This is an optimization exercise on Yosys and OpenROAD, whose aim is small area, a short achievable clock period and few clock cycles per item, not a production implementation.
At most, simulation tests tie the RTL to the original design; equivalence was not proved.
The RTL of run 1 was laid out without a check of its function.

==> flow/design.v (outline; a module is shown in full before it is edited, if it fits) <==
// module M1: 427 lines
module M1 (
  input logic Clock,
  input logic Resetn,
  input logic Start,
  output logic Stop,
  output logic[17:0]   SRAM_address,
  output logic[15:0]   SRAM_write_data,
  output logic         SRAM_we_n,
  input logic[15:0]    SRAM_read_data
);
  // ...
==> flow/flow/run.sh <==
#!/bin/bash
# Standard synthesis and layout, with faster port buffers (buf_4) and the
# extra ORFS settings listed in flow/make.env (one NAME=value per line).
# Logs go to this folder.
set -uo pipefail
here=$(pwd)
args=()
while IFS= read -r line; do [ -n "$line" ] && args+=("$line"); done < flow/make.env
bash standard.sh synth > "$here/synth.log" 2>&1 || exit 1
bash standard.sh finish "BUFFER_PORTS_ARGS=-buffer_cell sky130_fd_sc_hd__buf_4" \
  "${args[@]}" > "$here/layout.log" 2>&1 || exit 1
==> flow/flow/make.env <==
CTS_CLUSTER_SIZE=25
CTS_CLUSTER_DIAMETER=100
==> flow/standard.sh <==
#!/bin/bash
# synth_recipe.tcl (not shown) runs the flow's synth.tcl, then flattens the netlist and writes it again
# the make line also repeats each setting of config.mk as NAME=value (left out here)
make -C /OpenROAD-flow-scripts/flow DESIGN_CONFIG=/design/flow/config.mk WORK_HOME=/design/flow/orfs CLKGATE_MAP_FILE= SYNTH_SCRIPT=/design/flow/synth_recipe.tcl "${@:-finish}"
==> flow/config.mk <==
export PLATFORM = sky130hd
export DESIGN_NAME = M1
export DESIGN_NICKNAME = M1
export VERILOG_FILES = /design/flow/design.v
export SDC_FILE = /design/flow/constraint.sdc
export NUM_CORES = 4
export LEC_CHECK = 0
export CAP_MARGIN = 20
export CORE_MARGIN = 2
export CORE_UTILIZATION = 40
export SLEW_MARGIN = 20
==> flow/constraint.sdc <==
create_clock -name core_clock -period 24.0 [get_ports {Clock}]
set_input_delay 4.8000 -clock core_clock [delete_from_list [all_inputs] [get_ports {Clock}]]
set_output_delay 4.8000 -clock core_clock [all_outputs]
set_load 0.01 [all_outputs]
==> summary.txt, run 1 <==
CTS
  – Num Clock Sinks: 314
  – Post-CTS sizing: 0

Routing
  – DRT iter0 DRCs: 849
  – Final ANT Viol Nets: 0
  – Max layer used: met4

Run status
  – Status: complete, no violations

Final layout
  – Fill cell count: 4740
  – Regs by FF count: cw (128), SRAM_address (18), wa (18)
  – Nets: 2246
  – Sequential cell count: 314
  – NonClk Buf Share: 2.15%
  – Multi-input gate area: 10800 µm²
  – Layout area overhead: 7.95%
  – Layout cells sized above 1: 7.23%
  – Top cell category: multi-input combinational cells
  – Top reg by flops: cw

STA
  – Minimum clock period: 5.88 ns
  – Slew @ Worst Pin: 1.01 ns
  – Count of final max-slew check failures: 0
  – Final setup margin: 18.12 ns
  – Final Hold Viols: 0
  – Relative slew margins: 32.6%

Worst hold path
  – Worst Hold Endpoint: cw[10][5]
  – Worst min path class: register to register
  – Min-delay src: cw[11][5]

Yosys
  – Area share of and/or/nand/nor cells after synthesis: 8.41%
  – Cell with the most instances after synthesis: inv_1
  – Yosys reg bits: 314
  – Top FF cell, synth: edfxtp_1

Critical path
  – Slowest Stage Delay on Critical Path: 0.39 ns
  – CP Buf/Inv Count: 1
  – Critical Path AT: 1.08 ns
  – Worst-path cell chain: buf_4
  – Req. time, crit path: 19.20 ns

Global routing
  – Antenna violations before repair: 1

Placement
  – Placed cell areas: 21500 µm²
  – RD Place Congestion: 0.911

Floorplan
  – Core area: 50200 µm²
==> module M1, before the edit <==
module M1 (
  input logic Clock,
  input logic Resetn,
  input logic Start,
  output logic Stop,
  output logic[17:0]   SRAM_address,
  output logic[15:0]   SRAM_write_data,
  output logic         SRAM_we_n,
  input logic[15:0]    SRAM_read_data
);
localparam logic [17:0] U_START   = 18'd38400;
localparam logic [17:0] V_START   = 18'd57600;
localparam logic [17:0] RGB_START = 18'd146944;
logic        act;
logic [9:0]  ph;       
logic [16:0] ya;       
logic [17:0] wa;       
logic [6:0]  col;      
logic        wen;
logic [7:0]  cw [0:15];
logic [15:0] yw;              
logic i_3, m0, m78, m79;
always_comb begin
  i_3 = ph[4] | ph[5];        
  m0  = (col == 7'd0);
  m78 = (col == 7'd78);
  m79 = (col == 7'd79);
end
logic [7:0] t [0:5];
logic [7:0] s0, s1, s2, s3, s4, s5;
always_comb begin
  for (int k = 0; k < 6; k++) t[k] = cw[2*k];
  s1 = (m0 & ~i_3) ? t[2] : t[1];
  s0 = m0 ? s1 : t[0];
  s2 = t[2];
  s3 = (m79 & i_3) ? t[2] : t[3];
  s4 = m79 ? s3 : t[4];
  s5 = m79 ? s3 : (m78 & i_3) ? t[4] : t[5];
end
logic [8:0] ia, ib, ic;       
function automatic logic [8:0] add8(input logic [7:0] x, input logic [7:0] y);
  logic c;
  c = 1'b0;
  for (int i = 0; i < 8; i++) begin
    add8[i] = x[i] ^ y[i] ^ c;
    c = (x[i] & y[i]) | (x[i] & c) | (y[i] & c);
  end
  add8[8] = c;
endfunction
always_ff @(posedge Clock) begin
  ia <= add8(s0, s5);
  ib <= add8(s1, s4);
  ic <= add8(s2, s3);
end
wire [16:0] isum;
wire [8:0]  ichr = isum[16:8];
wire ti_w1 = ia[7] ^ ia[5]; wire ti_w2 = ia[7] & ia[5];
wire ti_w3 = ia[8] ^ ia[6]; wire ti_w4 = ia[8] & ia[6];
wire ti_w5 = ia[4] ^ ia[2]; wire ti_w6 = ia[4] & ia[2];
wire ti_w7 = ia[5] ^ ia[3] ^ ia[1]; wire ti_w8 = (ia[5] & ia[3]) | (ia[1] & (ia[5] ^ ia[3]));
wire ti_w9 = ~ib[3] ^ ~ib[1] ^ ~ib[0]; wire ti_w10 = (~ib[3] & ~ib[1]) | (~ib[0] & (~ib[3] ^ ~ib[1]));
wire ti_w11 = ia[6] ^ ia[4] ^ ia[2]; wire ti_w12 = (ia[6] & ia[4]) | (ia[2] & (ia[6] ^ ia[4]));
wire ti_w13 = ~ib[4] ^ ~ib[2] ^ ~ib[1]; wire ti_w14 = (~ib[4] & ~ib[2]) | (~ib[1] & (~ib[4] ^ ~ib[2]));
wire ti_w15 = ia[3] ^ ~ib[5] ^ ~ib[3]; wire ti_w16 = (ia[3] & ~ib[5]) | (~ib[3] & (ia[3] ^ ~ib[5]));
wire ti_w17 = ~ib[2] ^ ~ic[7] ^ ic[2]; wire ti_w18 = (~ib[2] & ~ic[7]) | (ic[2] & (~ib[2] ^ ~ic[7]));
wire ti_w19 = ic[0] ^ ti_w1; wire ti_w20 = ic[0] & ti_w1;
wire ti_w21 = ia[4] ^ ~ib[6] ^ ~ib[4]; wire ti_w22 = (ia[4] & ~ib[6]) | (~ib[4] & (ia[4] ^ ~ib[6]));
wire ti_w23 = ~ib[3] ^ ~ic[8] ^ ic[3]; wire ti_w24 = (~ib[3] & ~ic[8]) | (ic[3] & (~ib[3] ^ ~ic[8]));
wire ti_w25 = ic[1] ^ ti_w2 ^ ti_w3; wire ti_w26 = (ic[1] & ti_w2) | (ti_w3 & (ic[1] ^ ti_w2));
wire ti_w27 = ia[7] ^ ia[5] ^ ~ib[7]; wire ti_w28 = (ia[7] & ia[5]) | (~ib[7] & (ia[7] ^ ia[5]));
wire ti_w29 = ~ib[5] ^ ~ib[4] ^ ic[4]; wire ti_w30 = (~ib[5] & ~ib[4]) | (ic[4] & (~ib[5] ^ ~ib[4]));
wire ti_w31 = ~(ic[2] ^ ti_w4); wire ti_w32 = (ic[2]) | (ti_w4);
wire ti_w33 = ia[8] ^ ia[6] ^ ~ib[8]; wire ti_w34 = (ia[8] & ia[6]) | (~ib[8] & (ia[8] ^ ia[6]));
wire ti_w35 = ~ib[6] ^ ~ib[5] ^ ic[5]; wire ti_w36 = (~ib[6] & ~ib[5]) | (ic[5] & (~ib[6] ^ ~ib[5]));
wire ti_w37 = ~(ic[3]); wire ti_w38 = ic[3];
wire ti_w39 = ia[7] ^ ~ib[7] ^ ~ib[6]; wire ti_w40 = (ia[7] & ~ib[7]) | (~ib[6] & (ia[7] ^ ~ib[7]));
wire ti_w41 = ia[8] ^ ~ib[8]; wire ti_w42 = ia[8] & ~ib[8];
wire ti_w43 = ia[2] ^ ia[0]; wire ti_w44 = ia[2] & ia[0];
wire ti_w45 = ia[3] ^ ia[1]; wire ti_w46 = ia[3] & ia[1];
wire ti_w47 = ia[0] ^ ~ib[2] ^ ~ib[0]; wire ti_w48 = (ia[0] & ~ib[2]) | (~ib[0] & (ia[0] ^ ~ib[2]));
wire ti_w49 = ~ic[4] ^ ti_w5; wire ti_w50 = ~ic[4] & ti_w5;
wire ti_w51 = ~ic[5] ^ ic[0] ^ ti_w6; wire ti_w52 = (~ic[5] & ic[0]) | (ti_w6 & (~ic[5] ^ ic[0]));
wire ti_w53 = ~(ti_w7 ^ ti_w9); wire ti_w54 = (ti_w7) | (ti_w9);
wire ti_w55 = ~ic[6] ^ ic[1] ^ ti_w8; wire ti_w56 = (~ic[6] & ic[1]) | (ti_w8 & (~ic[6] ^ ic[1]));
wire ti_w57 = ti_w10 ^ ti_w11 ^ ti_w13; wire ti_w58 = (ti_w10 & ti_w11) | (ti_w13 & (ti_w10 ^ ti_w11));
wire ti_w59 = ti_w12 ^ ti_w14 ^ ti_w15; wire ti_w60 = (ti_w12 & ti_w14) | (ti_w15 & (ti_w12 ^ ti_w14));
wire ti_w61 = ~(ti_w17 ^ ti_w19); wire ti_w62 = (ti_w17) | (ti_w19);
wire ti_w63 = ti_w16 ^ ti_w18 ^ ti_w20; wire ti_w64 = (ti_w16 & ti_w18) | (ti_w20 & (ti_w16 ^ ti_w18));
wire ti_w65 = ti_w21 ^ ti_w23 ^ ti_w25; wire ti_w66 = (ti_w21 & ti_w23) | (ti_w25 & (ti_w21 ^ ti_w23));
wire ti_w67 = ti_w22 ^ ti_w24 ^ ti_w26; wire ti_w68 = (ti_w22 & ti_w24) | (ti_w26 & (ti_w22 ^ ti_w24));
wire ti_w69 = ti_w27 ^ ti_w29 ^ ti_w31; wire ti_w70 = (ti_w27 & ti_w29) | (ti_w31 & (ti_w27 ^ ti_w29));
wire ti_w71 = ti_w28 ^ ti_w30 ^ ti_w32; wire ti_w72 = (ti_w28 & ti_w30) | (ti_w32 & (ti_w28 ^ ti_w30));
wire ti_w73 = ti_w33 ^ ti_w35 ^ ti_w37; wire ti_w74 = (ti_w33 & ti_w35) | (ti_w37 & (ti_w33 ^ ti_w35));
wire ti_w75 = ic[6] ^ ic[4] ^ ti_w34; wire ti_w76 = (ic[6] & ic[4]) | (ti_w34 & (ic[6] ^ ic[4]));
wire ti_w77 = ti_w36 ^ ti_w38 ^ ti_w39; wire ti_w78 = (ti_w36 & ti_w38) | (ti_w39 & (ti_w36 ^ ti_w38));
wire ti_w79 = ~ib[7] ^ ic[7] ^ ic[5]; wire ti_w80 = (~ib[7] & ic[7]) | (ic[5] & (~ib[7] ^ ic[7]));
wire ti_w81 = ~(ti_w40 ^ ti_w41); wire ti_w82 = (ti_w40) | (ti_w41);
wire ti_w83 = ~ib[8] ^ ic[8] ^ ic[6]; wire ti_w84 = (~ib[8] & ic[8]) | (ic[6] & (~ib[8] ^ ic[8]));
wire ti_w85 = ~ib[0] ^ ~ic[2]; wire ti_w86 = ~ib[0] & ~ic[2];
wire ti_w87 = ~ib[1] ^ ~ic[3] ^ ti_w44; wire ti_w88 = (~ib[1] & ~ic[3]) | (ti_w44 & (~ib[1] ^ ~ic[3]));
wire ti_w89 = ti_w46 ^ ti_w47 ^ ti_w49; wire ti_w90 = (ti_w46 & ti_w47) | (ti_w49 & (ti_w46 ^ ti_w47));
wire ti_w91 = ti_w48 ^ ti_w50 ^ ti_w51; wire ti_w92 = (ti_w48 & ti_w50) | (ti_w51 & (ti_w48 ^ ti_w50));
wire ti_w93 = ti_w52 ^ ti_w54 ^ ti_w55; wire ti_w94 = (ti_w52 & ti_w54) | (ti_w55 & (ti_w52 ^ ti_w54));
wire ti_w95 = ti_w56 ^ ti_w58 ^ ti_w59; wire ti_w96 = (ti_w56 & ti_w58) | (ti_w59 & (ti_w56 ^ ti_w58));
wire ti_w97 = ti_w60 ^ ti_w62 ^ ti_w63; wire ti_w98 = (ti_w60 & ti_w62) | (ti_w63 & (ti_w60 ^ ti_w62));
wire ti_w99 = ti_w64 ^ ti_w66 ^ ti_w67; wire ti_w100 = (ti_w64 & ti_w66) | (ti_w67 & (ti_w64 ^ ti_w66));
wire ti_w101 = ti_w68 ^ ti_w70 ^ ti_w71; wire ti_w102 = (ti_w68 & ti_w70) | (ti_w71 & (ti_w68 ^ ti_w70));
wire ti_w103 = ti_w72 ^ ti_w74 ^ ti_w75; wire ti_w104 = (ti_w72 & ti_w74) | (ti_w75 & (ti_w72 ^ ti_w74));
wire ti_w105 = ti_w76 ^ ti_w78 ^ ti_w79; wire ti_w106 = (ti_w76 & ti_w78) | (ti_w79 & (ti_w76 ^ ti_w78));
wire ti_w107 = ti_w42 ^ ti_w80 ^ ti_w82; wire ti_w108 = (ti_w42 & ti_w80) | (ti_w82 & (ti_w42 ^ ti_w80));
wire ti_w109 = ia[0] ^ ~ic[0]; wire ti_w110 = ia[0] & ~ic[0];
wire ti_w111 = ia[1] ^ ~ic[1]; wire ti_w112 = ia[1] & ~ic[1];
wire ti_w113 = ~(ti_w43 ^ ti_w85); wire ti_w114 = (ti_w43) | (ti_w85);
wire ti_w115 = ti_w45 ^ ti_w86 ^ ti_w87; wire ti_w116 = (ti_w45 & ti_w86) | (ti_w87 & (ti_w45 ^ ti_w86));
wire ti_w117 = ~(ti_w88 ^ ti_w89); wire ti_w118 = (ti_w88) | (ti_w89);
wire ti_w119 = ti_w53 ^ ti_w90 ^ ti_w91; wire ti_w120 = (ti_w53 & ti_w90) | (ti_w91 & (ti_w53 ^ ti_w90));
wire ti_w121 = ti_w57 ^ ti_w92 ^ ti_w93; wire ti_w122 = (ti_w57 & ti_w92) | (ti_w93 & (ti_w57 ^ ti_w92));
wire ti_w123 = ti_w61 ^ ti_w94 ^ ti_w95; wire ti_w124 = (ti_w61 & ti_w94) | (ti_w95 & (ti_w61 ^ ti_w94));
wire ti_w125 = ti_w65 ^ ti_w96 ^ ti_w97; wire ti_w126 = (ti_w65 & ti_w96) | (ti_w97 & (ti_w65 ^ ti_w96));
wire ti_w127 = ti_w69 ^ ti_w98 ^ ti_w99; wire ti_w128 = (ti_w69 & ti_w98) | (ti_w99 & (ti_w69 ^ ti_w98));
wire ti_w129 = ti_w73 ^ ti_w100 ^ ti_w101; wire ti_w130 = (ti_w73 & ti_w100) | (ti_w101 & (ti_w73 ^ ti_w100));
wire ti_w131 = ti_w77 ^ ti_w102 ^ ti_w103; wire ti_w132 = (ti_w77 & ti_w102) | (ti_w103 & (ti_w77 ^ ti_w102));
wire ti_w133 = ti_w81 ^ ti_w104 ^ ti_w105; wire ti_w134 = (ti_w81 & ti_w104) | (ti_w105 & (ti_w81 ^ ti_w104));
wire ti_w135 = ti_w83 ^ ti_w106 ^ ti_w107; wire ti_w136 = (ti_w83 & ti_w106) | (ti_w107 & (ti_w83 ^ ti_w106));
wire ti_w137 = ic[7] ^ ti_w84 ^ ti_w108; wire ti_w138 = (ic[7] & ti_w84) | (ti_w108 & (ic[7] ^ ti_w84));
wire [16:0] ti_ra = {1'b0, ic[8], ti_w136, ti_w134, ti_w132, ti_w130, ti_w128, ti_w126, ti_w124, ti_w122, ti_w120, ti_w118, ti_w116, ti_w114, ti_w112, ti_w110, 1'b1};
wire [16:0] ti_rb = {1'b0, ti_w138, ti_w137, ti_w135, ti_w133, ti_w131, ti_w129, ti_w127, ti_w125, ti_w123, ti_w121, ti_w119, ti_w117, ti_w115, ti_w113, ti_w111, ti_w109};
assign isum = ti_ra + ti_rb;
logic [7:0] ey;
logic [8:0] eu, ev, ex;       
logic       mb;               
logic [8:0] u_even, v_even;
always_comb begin
  u_even = {cw[4][7], ~cw[4][7], cw[4][6:0]};
  v_even = {cw[5][7], ~cw[5][7], cw[5][6:0]};
end
always_ff @(posedge Clock) begin
  ey <= ({8{ph[0]}} & SRAM_read_data[15:8])
      | ({8{ph[1] | ph[4] | ph[5]}} & yw[15:8])
      | ({8{ph[2] | ph[3] | ph[6] | ph[7]}} & yw[7:0]);
  if (ph[0] | ph[4]) eu <= u_even;
  else if (ph[1] | ph[5]) eu <= ichr;
  if (ph[0] | ph[4]) ev <= v_even;
  else if (ph[2] | ph[6]) ev <= ichr;
  if (ph[0] | ph[4]) ex <= v_even;
  else if (ph[2] | ph[6]) ex <= ichr;
  else ex <= eu;
  mb <= ph[1] | ph[3] | ph[5] | ph[7];
end
wire [26:0] sX, sG;
wire tx_w1 = ~ey[6] ^ ex[8]; wire tx_w2 = ~ey[6] & ex[8];
wire tx_w3 = ~ey[7] ^ ey[0]; wire tx_w4 = ~ey[7] & ey[0];
wire tx_w5 = ey[2] ^ ey[0]; wire tx_w6 = ey[2] & ey[0];
wire tx_w7 = ey[3] ^ ey[1]; wire tx_w8 = ey[3] & ey[1];
wire tx_w9 = ey[4] ^ ey[2]; wire tx_w10 = ey[4] & ey[2];
wire tx_w11 = ey[5] ^ ey[3] ^ ey[1]; wire tx_w12 = (ey[5] & ey[3]) | (ey[1] & (ey[5] ^ ey[3]));
wire tx_w13 = ey[6] ^ ey[4] ^ ey[2]; wire tx_w14 = (ey[6] & ey[4]) | (ey[2] & (ey[6] ^ ey[4]));
wire tx_w15 = ex[8] ^ (mb ? ex[5] : ex[4]); wire tx_w16 = ex[8] & (mb ? ex[5] : ex[4]);
wire tx_w17 = ey[7] ^ ey[5] ^ ey[3]; wire tx_w18 = (ey[7] & ey[5]) | (ey[3] & (ey[7] ^ ey[5]));
wire tx_w19 = ey[0] ^ (mb ? ex[6] : ex[5]) ^ (~mb & ex[0]); wire tx_w20 = (ey[0] & (mb ? ex[6] : ex[5])) | ((~mb & ex[0]) & (ey[0] ^ (mb ? ex[6] : ex[5])));
wire tx_w21 = ey[6] ^ ey[4] ^ ey[1]; wire tx_w22 = (ey[6] & ey[4]) | (ey[1] & (ey[6] ^ ey[4]));
wire tx_w23 = (mb ? ex[7] : ex[6]) ^ (mb ? ex[0] : ex[1]); wire tx_w24 = (mb ? ex[7] : ex[6]) & (mb ? ex[0] : ex[1]);
wire tx_w25 = ey[7] ^ ey[5] ^ ey[2]; wire tx_w26 = (ey[7] & ey[5]) | (ey[2] & (ey[7] ^ ey[5]));
wire tx_w27 = ~mb ^ (mb ? ex[8] : ex[7]) ^ (mb ? ex[1] : ex[2]); wire tx_w28 = (~mb & (mb ? ex[8] : ex[7])) | ((mb ? ex[1] : ex[2]) & (~mb ^ (mb ? ex[8] : ex[7])));
wire tx_w29 = ey[6] ^ ey[3] ^ mb; wire tx_w30 = (ey[6] & ey[3]) | (mb & (ey[6] ^ ey[3]));
wire tx_w31 = (~mb & ex[8]) ^ (mb ? ex[2] : ex[3]); wire tx_w32 = (~mb & ex[8]) & (mb ? ex[2] : ex[3]);
wire tx_w33 = ey[7] ^ ey[4] ^ ~mb; wire tx_w34 = (ey[7] & ey[4]) | (~mb & (ey[7] ^ ey[4]));
wire tx_w35 = ~ey[2] ^ ex[4]; wire tx_w36 = ~ey[2] & ex[4];
wire tx_w37 = ~ey[3] ^ ex[5] ^ ex[4]; wire tx_w38 = (~ey[3] & ex[5]) | (ex[4] & (~ey[3] ^ ex[5]));
wire tx_w39 = ~ey[4] ^ ex[6] ^ ex[5]; wire tx_w40 = (~ey[4] & ex[6]) | (ex[5] & (~ey[4] ^ ex[6]));
wire tx_w41 = ex[2] ^ (mb & ex[3]); wire tx_w42 = ex[2] & (mb & ex[3]);
wire tx_w43 = ~ey[5] ^ ex[7] ^ ex[6]; wire tx_w44 = (~ey[5] & ex[7]) | (ex[6] & (~ey[5] ^ ex[7]));
wire tx_w45 = ex[3] ^ ex[0] ^ (mb & ex[4]); wire tx_w46 = (ex[3] & ex[0]) | ((mb & ex[4]) & (ex[3] ^ ex[0]));
wire tx_w47 = ex[7] ^ ex[4] ^ ex[1]; wire tx_w48 = (ex[7] & ex[4]) | (ex[1] & (ex[7] ^ ex[4]));
wire tx_w49 = ~((mb & ex[5]) ^ tx_w1); wire tx_w50 = ((mb & ex[5])) | (tx_w1);
wire tx_w51 = ex[8] ^ ex[5] ^ ex[2]; wire tx_w52 = (ex[8] & ex[5]) | (ex[2] & (ex[8] ^ ex[5]));
wire tx_w53 = (mb & ex[6]) ^ tx_w2 ^ tx_w3; wire tx_w54 = ((mb & ex[6]) & tx_w2) | (tx_w3 & ((mb & ex[6]) ^ tx_w2));
wire tx_w55 = ey[1] ^ ex[6] ^ ex[3]; wire tx_w56 = (ey[1] & ex[6]) | (ex[3] & (ey[1] ^ ex[6]));
wire tx_w57 = (mb & ex[0]) ^ (mb & ex[7]) ^ tx_w4; wire tx_w58 = ((mb & ex[0]) & (mb & ex[7])) | (tx_w4 & ((mb & ex[0]) ^ (mb & ex[7])));
wire tx_w59 = ex[7] ^ ex[4] ^ ~mb; wire tx_w60 = (ex[7] & ex[4]) | (~mb & (ex[7] ^ ex[4]));
wire tx_w61 = (mb ? ex[1] : ex[0]) ^ (mb & ex[8]) ^ tx_w5; wire tx_w62 = ((mb ? ex[1] : ex[0]) & (mb & ex[8])) | (tx_w5 & ((mb ? ex[1] : ex[0]) ^ (mb & ex[8])));
wire tx_w63 = ex[8] ^ ex[5] ^ (mb ? ex[2] : ex[1]); wire tx_w64 = (ex[8] & ex[5]) | ((mb ? ex[2] : ex[1]) & (ex[8] ^ ex[5]));
wire tx_w65 = (~mb & ex[0]) ^ tx_w6 ^ tx_w7; wire tx_w66 = ((~mb & ex[0]) & tx_w6) | (tx_w7 & ((~mb & ex[0]) ^ tx_w6));
wire tx_w67 = ey[0] ^ ex[6] ^ (mb ? ex[3] : ex[2]); wire tx_w68 = (ey[0] & ex[6]) | ((mb ? ex[3] : ex[2]) & (ey[0] ^ ex[6]));
wire tx_w69 = (~mb & ex[1]) ^ tx_w8 ^ tx_w9; wire tx_w70 = ((~mb & ex[1]) & tx_w8) | (tx_w9 & ((~mb & ex[1]) ^ tx_w8));
wire tx_w71 = ex[7] ^ (mb ? ex[4] : ex[3]) ^ (~mb & ex[2]); wire tx_w72 = (ex[7] & (mb ? ex[4] : ex[3])) | ((~mb & ex[2]) & (ex[7] ^ (mb ? ex[4] : ex[3])));
wire tx_w73 = ~(tx_w10 ^ tx_w11); wire tx_w74 = (tx_w10) | (tx_w11);
wire tx_w75 = (~mb & ex[3]) ^ (~mb & ex[0]) ^ tx_w12; wire tx_w76 = ((~mb & ex[3]) & (~mb & ex[0])) | (tx_w12 & ((~mb & ex[3]) ^ (~mb & ex[0])));
wire tx_w77 = ~(tx_w13 ^ tx_w15); wire tx_w78 = (tx_w13) | (tx_w15);
wire tx_w79 = (~mb & ex[4]) ^ (~mb & ex[1]) ^ tx_w14; wire tx_w80 = ((~mb & ex[4]) & (~mb & ex[1])) | (tx_w14 & ((~mb & ex[4]) ^ (~mb & ex[1])));
wire tx_w81 = tx_w16 ^ tx_w17 ^ tx_w19; wire tx_w82 = (tx_w16 & tx_w17) | (tx_w19 & (tx_w16 ^ tx_w17));
wire tx_w83 = (~mb & ex[5]) ^ (~mb & ex[2]) ^ tx_w18; wire tx_w84 = ((~mb & ex[5]) & (~mb & ex[2])) | (tx_w18 & ((~mb & ex[5]) ^ (~mb & ex[2])));
wire tx_w85 = tx_w20 ^ tx_w21 ^ tx_w23; wire tx_w86 = (tx_w20 & tx_w21) | (tx_w23 & (tx_w20 ^ tx_w21));
wire tx_w87 = (~mb & ex[6]) ^ (~mb & ex[3]) ^ tx_w22; wire tx_w88 = ((~mb & ex[6]) & (~mb & ex[3])) | (tx_w22 & ((~mb & ex[6]) ^ (~mb & ex[3])));
wire tx_w89 = tx_w24 ^ tx_w25 ^ tx_w27; wire tx_w90 = (tx_w24 & tx_w25) | (tx_w27 & (tx_w24 ^ tx_w25));
wire tx_w91 = (~mb & ex[7]) ^ (~mb & ex[4]) ^ tx_w26; wire tx_w92 = ((~mb & ex[7]) & (~mb & ex[4])) | (tx_w26 & ((~mb & ex[7]) ^ (~mb & ex[4])));
wire tx_w93 = tx_w28 ^ tx_w29 ^ tx_w31; wire tx_w94 = (tx_w28 & tx_w29) | (tx_w31 & (tx_w28 ^ tx_w29));
wire tx_w95 = (mb ? ex[3] : ex[4]) ^ (~mb & ex[8]) ^ (~mb & ex[5]); wire tx_w96 = ((mb ? ex[3] : ex[4]) & (~mb & ex[8])) | ((~mb & ex[5]) & ((mb ? ex[3] : ex[4]) ^ (~mb & ex[8])));
wire tx_w97 = tx_w30 ^ tx_w32 ^ tx_w33; wire tx_w98 = (tx_w30 & tx_w32) | (tx_w33 & (tx_w30 ^ tx_w32));
wire tx_w99 = ey[5] ^ mb ^ (mb ? ex[4] : ex[5]); wire tx_w100 = (ey[5] & mb) | ((mb ? ex[4] : ex[5]) & (ey[5] ^ mb));
wire tx_w101 = (~mb & ex[6]) ^ tx_w34; wire tx_w102 = (~mb & ex[6]) & tx_w34;
wire tx_w103 = ey[6] ^ (mb ? ex[5] : ex[6]) ^ (~mb & ex[7]); wire tx_w104 = (ey[6] & (mb ? ex[5] : ex[6])) | ((~mb & ex[7]) & (ey[6] ^ (mb ? ex[5] : ex[6])));
wire tx_w105 = ey[7] ^ mb; wire tx_w106 = ey[7] & mb;
wire tx_w107 = ~ey[0] ^ ex[2]; wire tx_w108 = ~ey[0] & ex[2];
wire tx_w109 = ~ey[1] ^ ex[3] ^ ex[2]; wire tx_w110 = (~ey[1] & ex[3]) | (ex[2] & (~ey[1] ^ ex[3]));
wire tx_w111 = ex[3] ^ ex[0] ^ (mb & ex[1]); wire tx_w112 = (ex[3] & ex[0]) | ((mb & ex[1]) & (ex[3] ^ ex[0]));
wire tx_w113 = ex[1] ^ (mb & ex[2]) ^ tx_w36; wire tx_w114 = (ex[1] & (mb & ex[2])) | (tx_w36 & (ex[1] ^ (mb & ex[2])));
wire tx_w115 = tx_w38 ^ tx_w39 ^ tx_w41; wire tx_w116 = (tx_w38 & tx_w39) | (tx_w41 & (tx_w38 ^ tx_w39));
wire tx_w117 = tx_w40 ^ tx_w42 ^ tx_w43; wire tx_w118 = (tx_w40 & tx_w42) | (tx_w43 & (tx_w40 ^ tx_w42));
wire tx_w119 = tx_w44 ^ tx_w46 ^ tx_w47; wire tx_w120 = (tx_w44 & tx_w46) | (tx_w47 & (tx_w44 ^ tx_w46));
wire tx_w121 = tx_w48 ^ tx_w50 ^ tx_w51; wire tx_w122 = (tx_w48 & tx_w50) | (tx_w51 & (tx_w48 ^ tx_w50));
wire tx_w123 = tx_w52 ^ tx_w54 ^ tx_w55; wire tx_w124 = (tx_w52 & tx_w54) | (tx_w55 & (tx_w52 ^ tx_w54));
wire tx_w125 = tx_w56 ^ tx_w58 ^ tx_w59; wire tx_w126 = (tx_w56 & tx_w58) | (tx_w59 & (tx_w56 ^ tx_w58));
wire tx_w127 = tx_w60 ^ tx_w62 ^ tx_w63; wire tx_w128 = (tx_w60 & tx_w62) | (tx_w63 & (tx_w60 ^ tx_w62));
wire tx_w129 = tx_w64 ^ tx_w66 ^ tx_w67; wire tx_w130 = (tx_w64 & tx_w66) | (tx_w67 & (tx_w64 ^ tx_w66));
wire tx_w131 = tx_w68 ^ tx_w70 ^ tx_w71; wire tx_w132 = (tx_w68 & tx_w70) | (tx_w71 & (tx_w68 ^ tx_w70));
wire tx_w133 = tx_w72 ^ tx_w74 ^ tx_w75; wire tx_w134 = (tx_w72 & tx_w74) | (tx_w75 & (tx_w72 ^ tx_w74));
wire tx_w135 = tx_w76 ^ tx_w78 ^ tx_w79; wire tx_w136 = (tx_w76 & tx_w78) | (tx_w79 & (tx_w76 ^ tx_w78));
wire tx_w137 = tx_w80 ^ tx_w82 ^ tx_w83; wire tx_w138 = (tx_w80 & tx_w82) | (tx_w83 & (tx_w80 ^ tx_w82));
wire tx_w139 = tx_w84 ^ tx_w86 ^ tx_w87; wire tx_w140 = (tx_w84 & tx_w86) | (tx_w87 & (tx_w84 ^ tx_w86));
wire tx_w141 = tx_w88 ^ tx_w90 ^ tx_w91; wire tx_w142 = (tx_w88 & tx_w90) | (tx_w91 & (tx_w88 ^ tx_w90));
wire tx_w143 = tx_w92 ^ tx_w94 ^ tx_w95; wire tx_w144 = (tx_w92 & tx_w94) | (tx_w95 & (tx_w92 ^ tx_w94));
wire tx_w145 = tx_w96 ^ tx_w98 ^ tx_w99; wire tx_w146 = (tx_w96 & tx_w98) | (tx_w99 & (tx_w96 ^ tx_w98));
wire tx_w147 = tx_w100 ^ tx_w102 ^ tx_w103; wire tx_w148 = (tx_w100 & tx_w102) | (tx_w103 & (tx_w100 ^ tx_w102));
wire tx_w149 = (mb ? ex[6] : ex[7]) ^ (~mb & ex[8]) ^ tx_w104; wire tx_w150 = ((mb ? ex[6] : ex[7]) & (~mb & ex[8])) | (tx_w104 & ((mb ? ex[6] : ex[7]) ^ (~mb & ex[8])));
wire tx_w151 = mb ^ (mb ? ex[7] : ex[8]); wire tx_w152 = mb & (mb ? ex[7] : ex[8]);
wire tx_w153 = ex[1] ^ tx_w107; wire tx_w154 = ex[1] & tx_w107;
wire tx_w155 = (mb & ex[0]) ^ tx_w108 ^ tx_w109; wire tx_w156 = ((mb & ex[0]) & tx_w108) | (tx_w109 & ((mb & ex[0]) ^ tx_w108));
wire tx_w157 = tx_w35 ^ tx_w110 ^ tx_w111; wire tx_w158 = (tx_w35 & tx_w110) | (tx_w111 & (tx_w35 ^ tx_w110));
wire tx_w159 = tx_w37 ^ tx_w112 ^ tx_w113; wire tx_w160 = (tx_w37 & tx_w112) | (tx_w113 & (tx_w37 ^ tx_w112));
wire tx_w161 = ~(tx_w114 ^ tx_w115); wire tx_w162 = (tx_w114) | (tx_w115);
wire tx_w163 = tx_w45 ^ tx_w116 ^ tx_w117; wire tx_w164 = (tx_w45 & tx_w116) | (tx_w117 & (tx_w45 ^ tx_w116));
wire tx_w165 = tx_w49 ^ tx_w118 ^ tx_w119; wire tx_w166 = (tx_w49 & tx_w118) | (tx_w119 & (tx_w49 ^ tx_w118));
wire tx_w167 = tx_w53 ^ tx_w120 ^ tx_w121; wire tx_w168 = (tx_w53 & tx_w120) | (tx_w121 & (tx_w53 ^ tx_w120));
wire tx_w169 = tx_w57 ^ tx_w122 ^ tx_w123; wire tx_w170 = (tx_w57 & tx_w122) | (tx_w123 & (tx_w57 ^ tx_w122));
wire tx_w171 = tx_w61 ^ tx_w124 ^ tx_w125; wire tx_w172 = (tx_w61 & tx_w124) | (tx_w125 & (tx_w61 ^ tx_w124));
wire tx_w173 = tx_w65 ^ tx_w126 ^ tx_w127; wire tx_w174 = (tx_w65 & tx_w126) | (tx_w127 & (tx_w65 ^ tx_w126));
wire tx_w175 = tx_w69 ^ tx_w128 ^ tx_w129; wire tx_w176 = (tx_w69 & tx_w128) | (tx_w129 & (tx_w69 ^ tx_w128));
wire tx_w177 = tx_w73 ^ tx_w130 ^ tx_w131; wire tx_w178 = (tx_w73 & tx_w130) | (tx_w131 & (tx_w73 ^ tx_w130));
wire tx_w179 = tx_w77 ^ tx_w132 ^ tx_w133; wire tx_w180 = (tx_w77 & tx_w132) | (tx_w133 & (tx_w77 ^ tx_w132));
wire tx_w181 = tx_w81 ^ tx_w134 ^ tx_w135; wire tx_w182 = (tx_w81 & tx_w134) | (tx_w135 & (tx_w81 ^ tx_w134));
wire tx_w183 = tx_w85 ^ tx_w136 ^ tx_w137; wire tx_w184 = (tx_w85 & tx_w136) | (tx_w137 & (tx_w85 ^ tx_w136));
wire tx_w185 = tx_w89 ^ tx_w138 ^ tx_w139; wire tx_w186 = (tx_w89 & tx_w138) | (tx_w139 & (tx_w89 ^ tx_w138));
wire tx_w187 = tx_w93 ^ tx_w140 ^ tx_w141; wire tx_w188 = (tx_w93 & tx_w140) | (tx_w141 & (tx_w93 ^ tx_w140));
wire tx_w189 = tx_w97 ^ tx_w142 ^ tx_w143; wire tx_w190 = (tx_w97 & tx_w142) | (tx_w143 & (tx_w97 ^ tx_w142));
wire tx_w191 = tx_w101 ^ tx_w144 ^ tx_w145; wire tx_w192 = (tx_w101 & tx_w144) | (tx_w145 & (tx_w101 ^ tx_w144));
wire tx_w193 = ~(tx_w146 ^ tx_w147); wire tx_w194 = (tx_w146) | (tx_w147);
wire tx_w195 = tx_w105 ^ tx_w148 ^ tx_w149; wire tx_w196 = (tx_w105 & tx_w148) | (tx_w149 & (tx_w105 ^ tx_w148));
wire tx_w197 = tx_w106 ^ tx_w150 ^ tx_w151; wire tx_w198 = (tx_w106 & tx_w150) | (tx_w151 & (tx_w106 ^ tx_w150));
wire tx_w199 = ~mb ^ (mb & ex[8]) ^ tx_w152; wire tx_w200 = (~mb & (mb & ex[8])) | (tx_w152 & (~mb ^ (mb & ex[8])));
wire [26:0] tx_ra = {1'b1, tx_w198, tx_w196, tx_w194, tx_w192, tx_w190, tx_w188, tx_w186, tx_w184, tx_w182, tx_w180, tx_w178, tx_w176, tx_w174, tx_w172, tx_w170, tx_w168, tx_w166, tx_w164, tx_w162, tx_w160, tx_w158, tx_w156, tx_w154, 1'b1, ex[1], ex[0]};
wire [26:0] tx_rb = {tx_w200, tx_w199, tx_w197, tx_w195, tx_w193, tx_w191, tx_w189, tx_w187, tx_w185, tx_w183, tx_w181, tx_w179, tx_w177, tx_w175, tx_w173, tx_w171, tx_w169, tx_w167, tx_w165, tx_w163, tx_w161, tx_w159, tx_w157, tx_w155, tx_w153, ex[0], 1'b0};
assign sX = tx_ra + tx_rb;
wire tg_w1 = ey[7] ^ ey[5]; wire tg_w2 = ey[7] & ey[5];
wire tg_w3 = ey[6] ^ ey[4] ^ ey[1]; wire tg_w4 = (ey[6] & ey[4]) | (ey[1] & (ey[6] ^ ey[4]));
wire tg_w5 = ey[7] ^ ey[5]; wire tg_w6 = ey[7] & ey[5];
wire tg_w7 = ey[3] ^ ey[1]; wire tg_w8 = ey[3] & ey[1];
wire tg_w9 = ey[4] ^ ey[2] ^ ey[0]; wire tg_w10 = (ey[4] & ey[2]) | (ey[0] & (ey[4] ^ ey[2]));
wire tg_w11 = ey[5] ^ ey[3] ^ ey[1]; wire tg_w12 = (ey[5] & ey[3]) | (ey[1] & (ey[5] ^ ey[3]));
wire tg_w13 = ~eu[4] ^ ~eu[1] ^ ~eu[0]; wire tg_w14 = (~eu[4] & ~eu[1]) | (~eu[0] & (~eu[4] ^ ~eu[1]));
wire tg_w15 = ey[6] ^ ey[4] ^ ey[2]; wire tg_w16 = (ey[6] & ey[4]) | (ey[2] & (ey[6] ^ ey[4]));
wire tg_w17 = ~eu[5] ^ ~eu[2] ^ ~eu[1]; wire tg_w18 = (~eu[5] & ~eu[2]) | (~eu[1] & (~eu[5] ^ ~eu[2]));
wire tg_w19 = ~ev[3] ^ ~ev[1]; wire tg_w20 = ~ev[3] & ~ev[1];
wire tg_w21 = ey[3] ^ ey[0] ^ ~eu[6]; wire tg_w22 = (ey[3] & ey[0]) | (~eu[6] & (ey[3] ^ ey[0]));
wire tg_w23 = ~eu[3] ^ ~eu[2] ^ ~ev[4]; wire tg_w24 = (~eu[3] & ~eu[2]) | (~ev[4] & (~eu[3] ^ ~eu[2]));
wire tg_w25 = ~ev[2] ^ ~ev[1] ^ tg_w1; wire tg_w26 = (~ev[2] & ~ev[1]) | (tg_w1 & (~ev[2] ^ ~ev[1]));
wire tg_w27 = ~eu[7] ^ ~eu[4] ^ ~eu[3]; wire tg_w28 = (~eu[7] & ~eu[4]) | (~eu[3] & (~eu[7] ^ ~eu[4]));
wire tg_w29 = ~ev[5] ^ ~ev[3] ^ ~ev[2]; wire tg_w30 = (~ev[5] & ~ev[3]) | (~ev[2] & (~ev[5] ^ ~ev[3]));
wire tg_w31 = ~(tg_w2 ^ tg_w3); wire tg_w32 = (tg_w2) | (tg_w3);
wire tg_w33 = ey[2] ^ ~eu[8] ^ ~eu[5]; wire tg_w34 = (ey[2] & ~eu[8]) | (~eu[5] & (ey[2] ^ ~eu[8]));
wire tg_w35 = ~eu[4] ^ ~ev[6] ^ ~ev[4]; wire tg_w36 = (~eu[4] & ~ev[6]) | (~ev[4] & (~eu[4] ^ ~ev[6]));
wire tg_w37 = ~ev[3] ^ tg_w4 ^ tg_w5; wire tg_w38 = (~ev[3] & tg_w4) | (tg_w5 & (~ev[3] ^ tg_w4));
wire tg_w39 = ey[6] ^ ey[3] ^ ~eu[6]; wire tg_w40 = (ey[6] & ey[3]) | (~eu[6] & (ey[6] ^ ey[3]));
wire tg_w41 = ~eu[5] ^ ~ev[7] ^ ~ev[5]; wire tg_w42 = (~eu[5] & ~ev[7]) | (~ev[5] & (~eu[5] ^ ~ev[7]));
wire tg_w43 = ~(~ev[4] ^ tg_w6); wire tg_w44 = (~ev[4]) | (tg_w6);
wire tg_w45 = ey[7] ^ ey[4] ^ ~eu[7]; wire tg_w46 = (ey[7] & ey[4]) | (~eu[7] & (ey[7] ^ ey[4]));
wire tg_w47 = ~eu[6] ^ ~ev[8] ^ ~ev[6]; wire tg_w48 = (~eu[6] & ~ev[8]) | (~ev[6] & (~eu[6] ^ ~ev[8]));
wire tg_w49 = ~(~ev[5]); wire tg_w50 = ~ev[5];
wire tg_w51 = ey[5] ^ ~eu[8] ^ ~eu[7]; wire tg_w52 = (ey[5] & ~eu[8]) | (~eu[7] & (ey[5] ^ ~eu[8]));
wire tg_w53 = ~ev[7] ^ ~ev[6]; wire tg_w54 = ~ev[7] & ~ev[6];
wire tg_w55 = ~ey[2] ^ ~eu[1]; wire tg_w56 = ~ey[2] & ~eu[1];
wire tg_w57 = ~ey[3] ^ ~eu[2] ^ ~eu[1]; wire tg_w58 = (~ey[3] & ~eu[2]) | (~eu[1] & (~ey[3] ^ ~eu[2]));
wire tg_w59 = ~ev[5] ^ ~ev[0]; wire tg_w60 = ~ev[5] & ~ev[0];
wire tg_w61 = ~ey[4] ^ ~eu[3] ^ ~eu[2]; wire tg_w62 = (~ey[4] & ~eu[3]) | (~eu[2] & (~ey[4] ^ ~eu[3]));
wire tg_w63 = ~(~ev[6] ^ ~ev[1]); wire tg_w64 = (~ev[6]) | (~ev[1]);
wire tg_w65 = ~ey[5] ^ ~eu[4] ^ ~eu[3]; wire tg_w66 = (~ey[5] & ~eu[4]) | (~eu[3] & (~ey[5] ^ ~eu[4]));
wire tg_w67 = ~ev[7] ^ ~ev[2]; wire tg_w68 = ~ev[7] & ~ev[2];
wire tg_w69 = ~ey[6] ^ ~eu[5] ^ ~eu[4]; wire tg_w70 = (~ey[6] & ~eu[5]) | (~eu[4] & (~ey[6] ^ ~eu[5]));
wire tg_w71 = ~(~ev[8] ^ ~ev[3]); wire tg_w72 = (~ev[8]) | (~ev[3]);
wire tg_w73 = ~ey[7] ^ ey[0] ^ ~eu[6]; wire tg_w74 = (~ey[7] & ey[0]) | (~eu[6] & (~ey[7] ^ ey[0]));
wire tg_w75 = ~(~eu[5] ^ ~ev[4]); wire tg_w76 = (~eu[5]) | (~ev[4]);
wire tg_w77 = ey[1] ^ ~eu[7] ^ ~eu[6]; wire tg_w78 = (ey[1] & ~eu[7]) | (~eu[6] & (ey[1] ^ ~eu[7]));
wire tg_w79 = ~(~eu[0] ^ ~ev[5]); wire tg_w80 = (~eu[0]) | (~ev[5]);
wire tg_w81 = ey[2] ^ ey[0] ^ ~eu[8]; wire tg_w82 = (ey[2] & ey[0]) | (~eu[8] & (ey[2] ^ ey[0]));
wire tg_w83 = ~eu[7] ^ ~eu[1] ^ ~ev[6]; wire tg_w84 = (~eu[7] & ~eu[1]) | (~ev[6] & (~eu[7] ^ ~eu[1]));
wire tg_w85 = ~eu[8] ^ ~eu[2] ^ ~ev[7]; wire tg_w86 = (~eu[8] & ~eu[2]) | (~ev[7] & (~eu[8] ^ ~eu[2]));
wire tg_w87 = ~(~ev[0] ^ tg_w7); wire tg_w88 = (~ev[0]) | (tg_w7);
wire tg_w89 = ~eu[3] ^ ~eu[0] ^ ~ev[8]; wire tg_w90 = (~eu[3] & ~eu[0]) | (~ev[8] & (~eu[3] ^ ~eu[0]));
wire tg_w91 = ~ev[1] ^ tg_w8 ^ tg_w9; wire tg_w92 = (~ev[1] & tg_w8) | (tg_w9 & (~ev[1] ^ tg_w8));
wire tg_w93 = ~ev[2] ^ ~ev[0] ^ tg_w10; wire tg_w94 = (~ev[2] & ~ev[0]) | (tg_w10 & (~ev[2] ^ ~ev[0]));
wire tg_w95 = ~(tg_w11 ^ tg_w13); wire tg_w96 = (tg_w11) | (tg_w13);
wire tg_w97 = ~ev[0] ^ tg_w12 ^ tg_w14; wire tg_w98 = (~ev[0] & tg_w12) | (tg_w14 & (~ev[0] ^ tg_w12));
wire tg_w99 = tg_w15 ^ tg_w17 ^ tg_w19; wire tg_w100 = (tg_w15 & tg_w17) | (tg_w19 & (tg_w15 ^ tg_w17));
wire tg_w101 = tg_w16 ^ tg_w18 ^ tg_w20; wire tg_w102 = (tg_w16 & tg_w18) | (tg_w20 & (tg_w16 ^ tg_w18));
wire tg_w103 = tg_w21 ^ tg_w23 ^ tg_w25; wire tg_w104 = (tg_w21 & tg_w23) | (tg_w25 & (tg_w21 ^ tg_w23));
wire tg_w105 = tg_w22 ^ tg_w24 ^ tg_w26; wire tg_w106 = (tg_w22 & tg_w24) | (tg_w26 & (tg_w22 ^ tg_w24));
wire tg_w107 = tg_w27 ^ tg_w29 ^ tg_w31; wire tg_w108 = (tg_w27 & tg_w29) | (tg_w31 & (tg_w27 ^ tg_w29));
wire tg_w109 = tg_w28 ^ tg_w30 ^ tg_w32; wire tg_w110 = (tg_w28 & tg_w30) | (tg_w32 & (tg_w28 ^ tg_w30));
wire tg_w111 = tg_w33 ^ tg_w35 ^ tg_w37; wire tg_w112 = (tg_w33 & tg_w35) | (tg_w37 & (tg_w33 ^ tg_w35));
wire tg_w113 = tg_w34 ^ tg_w36 ^ tg_w38; wire tg_w114 = (tg_w34 & tg_w36) | (tg_w38 & (tg_w34 ^ tg_w36));
wire tg_w115 = tg_w39 ^ tg_w41 ^ tg_w43; wire tg_w116 = (tg_w39 & tg_w41) | (tg_w43 & (tg_w39 ^ tg_w41));
wire tg_w117 = tg_w40 ^ tg_w42 ^ tg_w44; wire tg_w118 = (tg_w40 & tg_w42) | (tg_w44 & (tg_w40 ^ tg_w42));
wire tg_w119 = tg_w45 ^ tg_w47 ^ tg_w49; wire tg_w120 = (tg_w45 & tg_w47) | (tg_w49 & (tg_w45 ^ tg_w47));
wire tg_w121 = tg_w46 ^ tg_w48 ^ tg_w50; wire tg_w122 = (tg_w46 & tg_w48) | (tg_w50 & (tg_w46 ^ tg_w48));
wire tg_w123 = ~(tg_w51 ^ tg_w53); wire tg_w124 = (tg_w51) | (tg_w53);
wire tg_w125 = ey[6] ^ ~eu[8] ^ ~ev[8]; wire tg_w126 = (ey[6] & ~eu[8]) | (~ev[8] & (ey[6] ^ ~eu[8]));
wire tg_w127 = ~ev[7] ^ tg_w52 ^ tg_w54; wire tg_w128 = (~ev[7] & tg_w52) | (tg_w54 & (~ev[7] ^ tg_w52));
wire tg_w129 = ey[7] ^ ~ev[8]; wire tg_w130 = ey[7] & ~ev[8];
wire tg_w131 = ~ey[1] ^ ~eu[0]; wire tg_w132 = ~ey[1] & ~eu[0];
wire tg_w133 = ~eu[0] ^ ~ev[4] ^ tg_w55; wire tg_w134 = (~eu[0] & ~ev[4]) | (tg_w55 & (~eu[0] ^ ~ev[4]));
wire tg_w135 = tg_w56 ^ tg_w57 ^ tg_w59; wire tg_w136 = (tg_w56 & tg_w57) | (tg_w59 & (tg_w56 ^ tg_w57));
wire tg_w137 = tg_w58 ^ tg_w60 ^ tg_w61; wire tg_w138 = (tg_w58 & tg_w60) | (tg_w61 & (tg_w58 ^ tg_w60));
wire tg_w139 = tg_w62 ^ tg_w64 ^ tg_w65; wire tg_w140 = (tg_w62 & tg_w64) | (tg_w65 & (tg_w62 ^ tg_w64));
wire tg_w141 = tg_w66 ^ tg_w68 ^ tg_w69; wire tg_w142 = (tg_w66 & tg_w68) | (tg_w69 & (tg_w66 ^ tg_w68));
wire tg_w143 = tg_w70 ^ tg_w72 ^ tg_w73; wire tg_w144 = (tg_w70 & tg_w72) | (tg_w73 & (tg_w70 ^ tg_w72));
wire tg_w145 = tg_w74 ^ tg_w76 ^ tg_w77; wire tg_w146 = (tg_w74 & tg_w76) | (tg_w77 & (tg_w74 ^ tg_w76));
wire tg_w147 = tg_w78 ^ tg_w80 ^ tg_w81; wire tg_w148 = (tg_w78 & tg_w80) | (tg_w81 & (tg_w78 ^ tg_w80));
wire tg_w149 = tg_w82 ^ tg_w84 ^ tg_w85; wire tg_w150 = (tg_w82 & tg_w84) | (tg_w85 & (tg_w82 ^ tg_w84));
wire tg_w151 = tg_w86 ^ tg_w88 ^ tg_w89; wire tg_w152 = (tg_w86 & tg_w88) | (tg_w89 & (tg_w86 ^ tg_w88));
wire tg_w153 = tg_w90 ^ tg_w92 ^ tg_w93; wire tg_w154 = (tg_w90 & tg_w92) | (tg_w93 & (tg_w90 ^ tg_w92));
wire tg_w155 = tg_w94 ^ tg_w96 ^ tg_w97; wire tg_w156 = (tg_w94 & tg_w96) | (tg_w97 & (tg_w94 ^ tg_w96));
wire tg_w157 = tg_w98 ^ tg_w100 ^ tg_w101; wire tg_w158 = (tg_w98 & tg_w100) | (tg_w101 & (tg_w98 ^ tg_w100));
wire tg_w159 = tg_w102 ^ tg_w104 ^ tg_w105; wire tg_w160 = (tg_w102 & tg_w104) | (tg_w105 & (tg_w102 ^ tg_w104));
wire tg_w161 = tg_w106 ^ tg_w108 ^ tg_w109; wire tg_w162 = (tg_w106 & tg_w108) | (tg_w109 & (tg_w106 ^ tg_w108));
wire tg_w163 = tg_w110 ^ tg_w112 ^ tg_w113; wire tg_w164 = (tg_w110 & tg_w112) | (tg_w113 & (tg_w110 ^ tg_w112));
wire tg_w165 = tg_w114 ^ tg_w116 ^ tg_w117; wire tg_w166 = (tg_w114 & tg_w116) | (tg_w117 & (tg_w114 ^ tg_w116));
wire tg_w167 = tg_w118 ^ tg_w120 ^ tg_w121; wire tg_w168 = (tg_w118 & tg_w120) | (tg_w121 & (tg_w118 ^ tg_w120));
wire tg_w169 = tg_w122 ^ tg_w124 ^ tg_w125; wire tg_w170 = (tg_w122 & tg_w124) | (tg_w125 & (tg_w122 ^ tg_w124));
wire tg_w171 = tg_w126 ^ tg_w128 ^ tg_w129; wire tg_w172 = (tg_w126 & tg_w128) | (tg_w129 & (tg_w126 ^ tg_w128));
wire tg_w173 = ~ey[0] ^ ~ev[2]; wire tg_w174 = ~ey[0] & ~ev[2];
wire tg_w175 = ~(~ev[3] ^ tg_w131); wire tg_w176 = (~ev[3]) | (tg_w131);
wire tg_w177 = ~(tg_w132 ^ tg_w133); wire tg_w178 = (tg_w132) | (tg_w133);
wire tg_w179 = ~(tg_w134 ^ tg_w135); wire tg_w180 = (tg_w134) | (tg_w135);
wire tg_w181 = tg_w63 ^ tg_w136 ^ tg_w137; wire tg_w182 = (tg_w63 & tg_w136) | (tg_w137 & (tg_w63 ^ tg_w136));
wire tg_w183 = tg_w67 ^ tg_w138 ^ tg_w139; wire tg_w184 = (tg_w67 & tg_w138) | (tg_w139 & (tg_w67 ^ tg_w138));
wire tg_w185 = tg_w71 ^ tg_w140 ^ tg_w141; wire tg_w186 = (tg_w71 & tg_w140) | (tg_w141 & (tg_w71 ^ tg_w140));
wire tg_w187 = tg_w75 ^ tg_w142 ^ tg_w143; wire tg_w188 = (tg_w75 & tg_w142) | (tg_w143 & (tg_w75 ^ tg_w142));
wire tg_w189 = tg_w79 ^ tg_w144 ^ tg_w145; wire tg_w190 = (tg_w79 & tg_w144) | (tg_w145 & (tg_w79 ^ tg_w144));
wire tg_w191 = tg_w83 ^ tg_w146 ^ tg_w147; wire tg_w192 = (tg_w83 & tg_w146) | (tg_w147 & (tg_w83 ^ tg_w146));
wire tg_w193 = tg_w87 ^ tg_w148 ^ tg_w149; wire tg_w194 = (tg_w87 & tg_w148) | (tg_w149 & (tg_w87 ^ tg_w148));
wire tg_w195 = tg_w91 ^ tg_w150 ^ tg_w151; wire tg_w196 = (tg_w91 & tg_w150) | (tg_w151 & (tg_w91 ^ tg_w150));
wire tg_w197 = tg_w95 ^ tg_w152 ^ tg_w153; wire tg_w198 = (tg_w95 & tg_w152) | (tg_w153 & (tg_w95 ^ tg_w152));
wire tg_w199 = tg_w99 ^ tg_w154 ^ tg_w155; wire tg_w200 = (tg_w99 & tg_w154) | (tg_w155 & (tg_w99 ^ tg_w154));
wire tg_w201 = tg_w103 ^ tg_w156 ^ tg_w157; wire tg_w202 = (tg_w103 & tg_w156) | (tg_w157 & (tg_w103 ^ tg_w156));
wire tg_w203 = tg_w107 ^ tg_w158 ^ tg_w159; wire tg_w204 = (tg_w107 & tg_w158) | (tg_w159 & (tg_w107 ^ tg_w158));
wire tg_w205 = tg_w111 ^ tg_w160 ^ tg_w161; wire tg_w206 = (tg_w111 & tg_w160) | (tg_w161 & (tg_w111 ^ tg_w160));
wire tg_w207 = tg_w115 ^ tg_w162 ^ tg_w163; wire tg_w208 = (tg_w115 & tg_w162) | (tg_w163 & (tg_w115 ^ tg_w162));
wire tg_w209 = tg_w119 ^ tg_w164 ^ tg_w165; wire tg_w210 = (tg_w119 & tg_w164) | (tg_w165 & (tg_w119 ^ tg_w164));
wire tg_w211 = tg_w123 ^ tg_w166 ^ tg_w167; wire tg_w212 = (tg_w123 & tg_w166) | (tg_w167 & (tg_w123 ^ tg_w166));
wire tg_w213 = tg_w127 ^ tg_w168 ^ tg_w169; wire tg_w214 = (tg_w127 & tg_w168) | (tg_w169 & (tg_w127 ^ tg_w168));
wire tg_w215 = ~(tg_w170 ^ tg_w171); wire tg_w216 = (tg_w170) | (tg_w171);
wire tg_w217 = tg_w130 ^ tg_w172; wire tg_w218 = tg_w130 & tg_w172;
wire [26:0] tg_ra = {1'b1, 1'b1, tg_w216, tg_w214, tg_w212, tg_w210, tg_w208, tg_w206, tg_w204, tg_w202, tg_w200, tg_w198, tg_w196, tg_w194, tg_w192, tg_w190, tg_w188, tg_w186, tg_w184, tg_w182, tg_w180, tg_w178, tg_w176, tg_w174, 1'b1, ~ev[1], ~ev[0]};
wire [26:0] tg_rb = {1'b0, tg_w218, tg_w217, tg_w215, tg_w213, tg_w211, tg_w209, tg_w207, tg_w205, tg_w203, tg_w201, tg_w199, tg_w197, tg_w195, tg_w193, tg_w191, tg_w189, tg_w187, tg_w185, tg_w183, tg_w181, tg_w179, tg_w177, tg_w175, tg_w173, 1'b0, 1'b1};
assign sG = tg_ra + tg_rb;
logic [7:0] cx, cg;           
function automatic logic [7:0] clip(input logic [10:0] x);
  if (x[10]) clip = 8'd0;
  else if (x[9:8] != 2'b00) clip = 8'd255;
  else clip = x[7:0];
endfunction
logic wr_next;     
always_comb wr_next = wen & (ph[2] | ph[4] | ph[5] | ph[6] | ph[8] | ph[9]);
logic we;          
assign SRAM_we_n = ~we;
logic fin;         
always_ff @(posedge Clock or negedge Resetn) begin
  if (~Resetn) begin
    act <= 1'b0;
    fin <= 1'b0;
    Stop <= 1'b0;
    we <= 1'b0;
  end else begin
    we <= 1'b0;
    Stop <= fin;
    if (!act) begin
      if (Start && !fin) act <= 1'b1;
    end else if (wr_next) begin
      we <= 1'b1;
      if (wa == 18'h3FFFF) begin
        fin <= 1'b1;
        act <= 1'b0;
      end
    end
  end
end
always_ff @(posedge Clock) begin
  if (!act) begin
    ph <= 10'b00_0000_0100;
    ya <= -17'sd4;
    wa <= RGB_START;
    col <= 7'd77;
    wen <= 1'b0;
    SRAM_address <= U_START;
  end else begin
    ph <= {ph[8:0], ph[9]};
    if (ph[1]) SRAM_address <= U_START + 18'd2 + {{2{ya[16]}}, ya[16:1]};
    if (ph[3]) SRAM_address <= V_START + 18'd2 + {{2{ya[16]}}, ya[16:1]};
    if (ph[0] | ph[7]) begin SRAM_address <= {2'd0, ya[15:0]}; ya <= ya + 17'd1; end
    if (wr_next) begin SRAM_address <= wa; wa <= wa + 18'd1; end
    if (ph[1] && ya == 17'd2) wen <= 1'b1;
    if (ph[6]) col <= (col == 7'd79) ? 7'd0 : col + 7'd1;
  end
end
always_ff @(posedge Clock) begin
  if (ph[0] | ph[3]) yw <= SRAM_read_data;
  if (ph[0] | ph[1] | ph[4] | ph[6]) begin
    for (int k = 0; k < 15; k++) cw[k] <= cw[k+1];
    cw[13] <= (ph[4] | ph[6]) ? SRAM_read_data[15:8] : cw[14];
    cw[15] <= SRAM_read_data[7:0];
  end
  cx <= clip(sX[26:16]);
  cg <= clip(sG[26:16]);
  if (!(ph[4] | ph[8])) SRAM_write_data[15:8] <= (ph[5] | ph[9]) ? cg : cx;
  SRAM_write_data[7:0] <= (ph[2] | ph[6]) ? cg : cx;
end
endmodule
==> run 2, diff against run 1 <==
--- a/flow/design.v
+++ b/flow/design.v
@@ -375,22 +375,19 @@
 always_comb wr_next = wen & (ph[2] | ph[4] | ph[5] | ph[6] | ph[8] | ph[9]);
 logic we;          
 assign SRAM_we_n = ~we;
-logic fin;         
 always_ff @(posedge Clock or negedge Resetn) begin
   if (~Resetn) begin
     act <= 1'b0;
-    fin <= 1'b0;
     Stop <= 1'b0;
     we <= 1'b0;
   end else begin
     we <= 1'b0;
-    Stop <= fin;
     if (!act) begin
-      if (Start && !fin) act <= 1'b1;
+      if (Start && !Stop) act <= 1'b1;
     end else if (wr_next) begin
       we <= 1'b1;
       if (wa == 18'h3FFFF) begin
-        fin <= 1'b1;
+        Stop <= 1'b1;
         act <= 1'b0;
       end
     end
==> run 2 against run 1 <==
Compared with the run above: critical path depth unchanged; first-iteration DRC count down 2.6%; via count decreased by 3.9%; sequential cell count down 1; final area down 0.58%; synthesized cell count fell by 3.2%; count of clock-buffer cells in the layout is the same; cell count decreased by 2.2%; global-route usage decreased by 0.99 points; wire length down 6.7%; largest cell class unchanged; highest routed layer unchanged.
==> summary.txt, run 2 <==
Yosys
  – Part of the Yosys area used for sequential elements: 39.5% (was 39.4%)
  – Cells after Synth: 1763 (was 1821)
  – Synth async-reset ratio: 0.958% (was 1.27%)
  – EDFF count, synth: 170 (unchanged)
  – Share of the synthesized area in the top cell type: 25.3% (was 25.1%)
  – Number of distinct library cells after synthesis: 70 (was 69)
  – Area share of and/or/nand/nor cells after synthesis: 7.77% (was 8.41%)
  – Cell with the most instances after synthesis: inv_1 (unchanged)
  – Xor/xnor cell area share of the yosys netlist: 2.47% (was 2.11%)
  – Yosys reg bits: 313 (was 314)
  – Compound-Gate Fraction of Synth Area: 8.60% (was 8.64%)
  – Adder-Cell Fraction of Synth Area: 31.5% (was 31.2%)
  – Synthesized net count: 2151 (was 2209)
  – Synth cell count leaders: 352 x inv_1, 231 x fa_1, 170 x edfxtp_1 (was 363 x inv_1, 231 x fa_1, 170 x edfxtp_1)
  – Largest family of logic cells by synthesized area: adder cells (unchanged)
  – Top FF cell, synth: edfxtp_1 (unchanged)
  – Synth warnings: 3 (unchanged)
  – Syn Area/Cell: 11.5 µm² (was 11.2 µm²)
  – Largest area contributor in the netlist: edfxtp_1 (unchanged)
  – Largest cells by area after synthesis: edfxtp_1 25%, fa_1 23%, dfxtp_1 14%, ha_1 8.6%, inv_1 6.5% (was edfxtp_1 25%, fa_1 23%, dfxtp_1 14%, ha_1 8.5%, inv_1 6.7%)
  – Syn Std Cell Area: 20200 µm² (was 20300 µm²)
  – Mux contribution to synthesized area: 2.78% (was 2.58%)

Final layout
  – Commonest non-fill, non-tap cell in the layout: inv_1 (unchanged)
  – Final instance area: 21800 µm² (was 22000 µm²)
  – Most frequent cells in the layout: 352 x inv_1, 231 x fa_1, 170 x edfxtp_1, 140 x dfxtp_1, 138 x ha_1 (was 363 x inv_1, 231 x fa_1, 170 x edfxtp_1, 149 x nand2_1, 140 x dfxtp_1)
  – Layout area overhead: 8.09% (was 7.95%)
  – Antenna diode count: 0 (unchanged)
  – Regs by FF count: cw (128), SRAM_address (18), wa (18) (unchanged)
  – Largest register FFs: 128 (unchanged)
  – Top reg by flops: cw (unchanged)
  – Fill cell count: 4668 (was 4740)
  – Nets: 2189 (was 2246)
  – Layout cells sized above 1: 7.95% (was 7.23%)

Routing
  – WL final: 41.8 mm (was 44.8 mm)
  – Initial DRT Pass Iterations: 6 (was 5)
  – WL per Instance: 16.8 µm (was 17.6 µm)
  – DRT iter0 DRCs: 827 (was 849)
  – Post-DR vias/cell: 4.97 (was 5.05)
  – Via count: 12300 (was 12800)
  – Final ANT Viol Nets: 0 (unchanged)
  – DRC Markers: 0 (unchanged)

Worst hold path
  – Min-delay src: cw[11][4] (was cw[11][5])
  – Worst min path class: register to register (unchanged)
  – Worst Hold Endpoint: cw[10][4] (was cw[10][5])
  – Cells on Worst Hold Path: 0 (unchanged)

CTS
  – CTS tree: done (unchanged)
  – CTS Buf Count: 16 (unchanged)
  – Reg clk slew, reported paths: 0.10 ns (about the same)
  – Post-CTS Setup Bufs: 0 (unchanged)
  – Hold_buf cts: 0 (unchanged)
  – Num Clock Sinks: 313 (was 314)
  – Root buffer cell: clkbuf_16 (unchanged)
  – Clock Tree Buf Depth: 3 (unchanged)
  – Post-CTS sizing: 0 (unchanged)
  – Htree depth: 1 (unchanged)
  – Clk Latency, worst-skew pair: 0.53 ns (about the same)

Critical path
  – Worst-path cell chain: buf_4 (unchanged)
  – RR Endpoint: cg[1] (was cx[5])
  – Reg-to-reg setup timing slack: 18.43 ns (was 18.20 ns)
  – Req. time, crit path: 19.20 ns (about the same)
  – Worst-path fanout max: 3 (was 1)
  – Critical Path AT: 1.08 ns (about the same)
  – Critical path class: register to output port (unchanged)
  – Crit path launch type: register (unchanged)
  – CP Buf/Inv Count: 1 (unchanged)
  – Worst r2r src: ey[0] (was mb)
  – CP max stage cell: dfrtp_1 (was edfxtp_1)
  – Reg2Reg Depth: 18 (was 16)
  – Slowest Stage Delay on Critical Path: 0.41 ns (was 0.39 ns)
  – CP top delay family: flip-flops (unchanged)
  – CP endpoint kind: output port (unchanged)

Global routing
  – First-pass GRT wire length: 69.8 mm (was 73.3 mm)
  – Antenna violations before repair: 0 (was 1)
  – Largest net degree at the start of global routing: 76 (was 73)
  – Grt ovf: 0 (unchanged)
  – Vias in the first global route: 13300 (was 13700)
  – GR Util All Layers: 16.5% (was 17.5%)

STA
  – WHS: 0.412 ns (was 0.417 ns)
  – Fin crit share: 24.5% (about the same)
  – RSZ-0062 raised after global routing: false (unchanged)
  – Final Hold Viols: 0 (unchanged)
  – Minimum clock period: 5.88 ns (about the same)
  – Highest Clock Rate: 170 MHz (about the same)
  – Count of final max-slew check failures: 0 (unchanged)
  – Setup violations, final: 0 (unchanged)
  – Post-route clock skew: 0.0229 ns (was 0.0231 ns)
  – Setup TNS: 0 ns (unchanged)
  – Slew @ Worst Pin: 1.06 ns (was 1.01 ns)
  – Relative slew margins: 28.9% (was 32.6%)
  – Final setup margin: 18.12 ns (about the same)

Placement
  – Place WS: 18.46 ns (was 18.33 ns)
  – Placed cell areas: 21400 µm² (was 21500 µm²)
  – Port Buf Inserts: 54 (unchanged)
  – Dpl hpwl: 33.0 mm (was 35.7 mm)
  – RD Place Congestion: 0.921 (was 0.911)

Floorplan
  – Initial core utilization: 40.4% (was 40.5%)
  – Core area: 50000 µm² (was 50200 µm²)
  – Overall die width: 229 µm (about the same)
  – Die height: 229 µm (about the same)
  – DIE AREA: 52300 µm² (was 52700 µm²)
  – Io pins: 55 (unchanged)
  – Std cell rows: 82 (unchanged)

Flow run
  – Max-Cap Viols: 0 (unchanged)

Run status
  – Status: complete, no violations (unchanged)
==> run 2: through the flow <==
step,cells,util (%)
global placement,2455,42.7
floorplan,1763,-
finish,2483,43.7
CTS,2483,43.7
global route,2483,43.7
detailed placement,2455,42.7
==> run 2: worst register-to-register path, delay by kind of cell (launching register included) <==
family                   cells  cell delay [ns]
adder cells (fa/ha/maj)      5             2.27
multiplexers                 1             0.48
AO/OA/AOI/OAI                7             1.47
AND/OR/NAND/NOR              1             0.18
buffers and inverters        4             0.43
flip-flops                   1             0.69
==> run 2: how the worst max path moves through the flow <==
stage / start / to / depth (start not counted) / slack (ns)
3_5_place_dp: SRAM_read_data[10] / ey[2] / 3 / 18.46
5_1_grt: mb / cx[4] / 17 / 18.03
4_1_cts: Stop / Stop / 1 / 18.09
2_1_floorplan: SRAM_read_data[8] / cw[13][0] / 1 / 18.71
3_3_place_gp: SRAM_read_data[10] / ey[2] / 3 / 18.48
6_report: Stop / Stop / 1 / 18.12
==> run 2: per-layer routing <==
| layer | part of all wire [%] | global-route usage, % | routed length [µm] | vias up |
|---|---|---|---|---|
| met5 | 0 | 0 | 0 | - |
| met4 | 1.8 | 3.53 | 757 | 0 |
| met3 | 3.8 | 1.71 | 1600 | 47 |
| met2 | 49 | 28.6 | 20400 | 237 |
| met1 | 46 | 22.5 | 19000 | 6182 |
| li1 | - | - | - | 5875 |
==> run 2: cells by family after synthesis <==
| family | count (synthesis) |
|---|---|
| AOI/OAI and AO/OA | 252 |
| xor gates and xnor gates | 57 |
| adders and majority gates | 369 |
| buffers and inverters | 396 |
| DFF | 313 |
| muxes | 51 |
| and+or+nand+nor | 325 |
==> run 2: final cells by class <==
type	instances	area (µm²)	area share [%]
flip-flops and latches	313	7980	36.6
clock buffers	26	438	2.01
multi-input cells	1054	10700	49.2
well taps	672	841	3.85
inverters	354	1330	6.09
clock inverters	2	32.5	0.149
repair buffers	62	465	2.13
Testbench counts of run 2, summed over its fixed seeds: cycles 768,120, images 4.

## what the ideal ports hide
In the flow no input, the clock included, has a driving cell. The finished layouts below were timed again as built, in two steps. Step 1: set_driving_cell puts a clkbuf_16 on Clock and a buf_2 on each other input, an assumption about the parent block. Step 2 also shifts input and output timing later by t, the mid clock arrival at the registers, as if the neighbouring blocks saw the same clock. a / b / c = ideal ports / drivers / drivers and shift; a / b = the first two.
| run | shift t [ns] | setup slack, ns | worst setup path after step 2 | pins driven straight from the clock port |
|---|---|---|---|---|
| run 1 | 0.571 | 18.124 / 18.072 / 18.197 | register to register | 1 |
| run 2 | 0.574 | 18.120 / 18.069 / 18.430 | register to register | 1 |
After both steps every run listed still meets setup and hold.
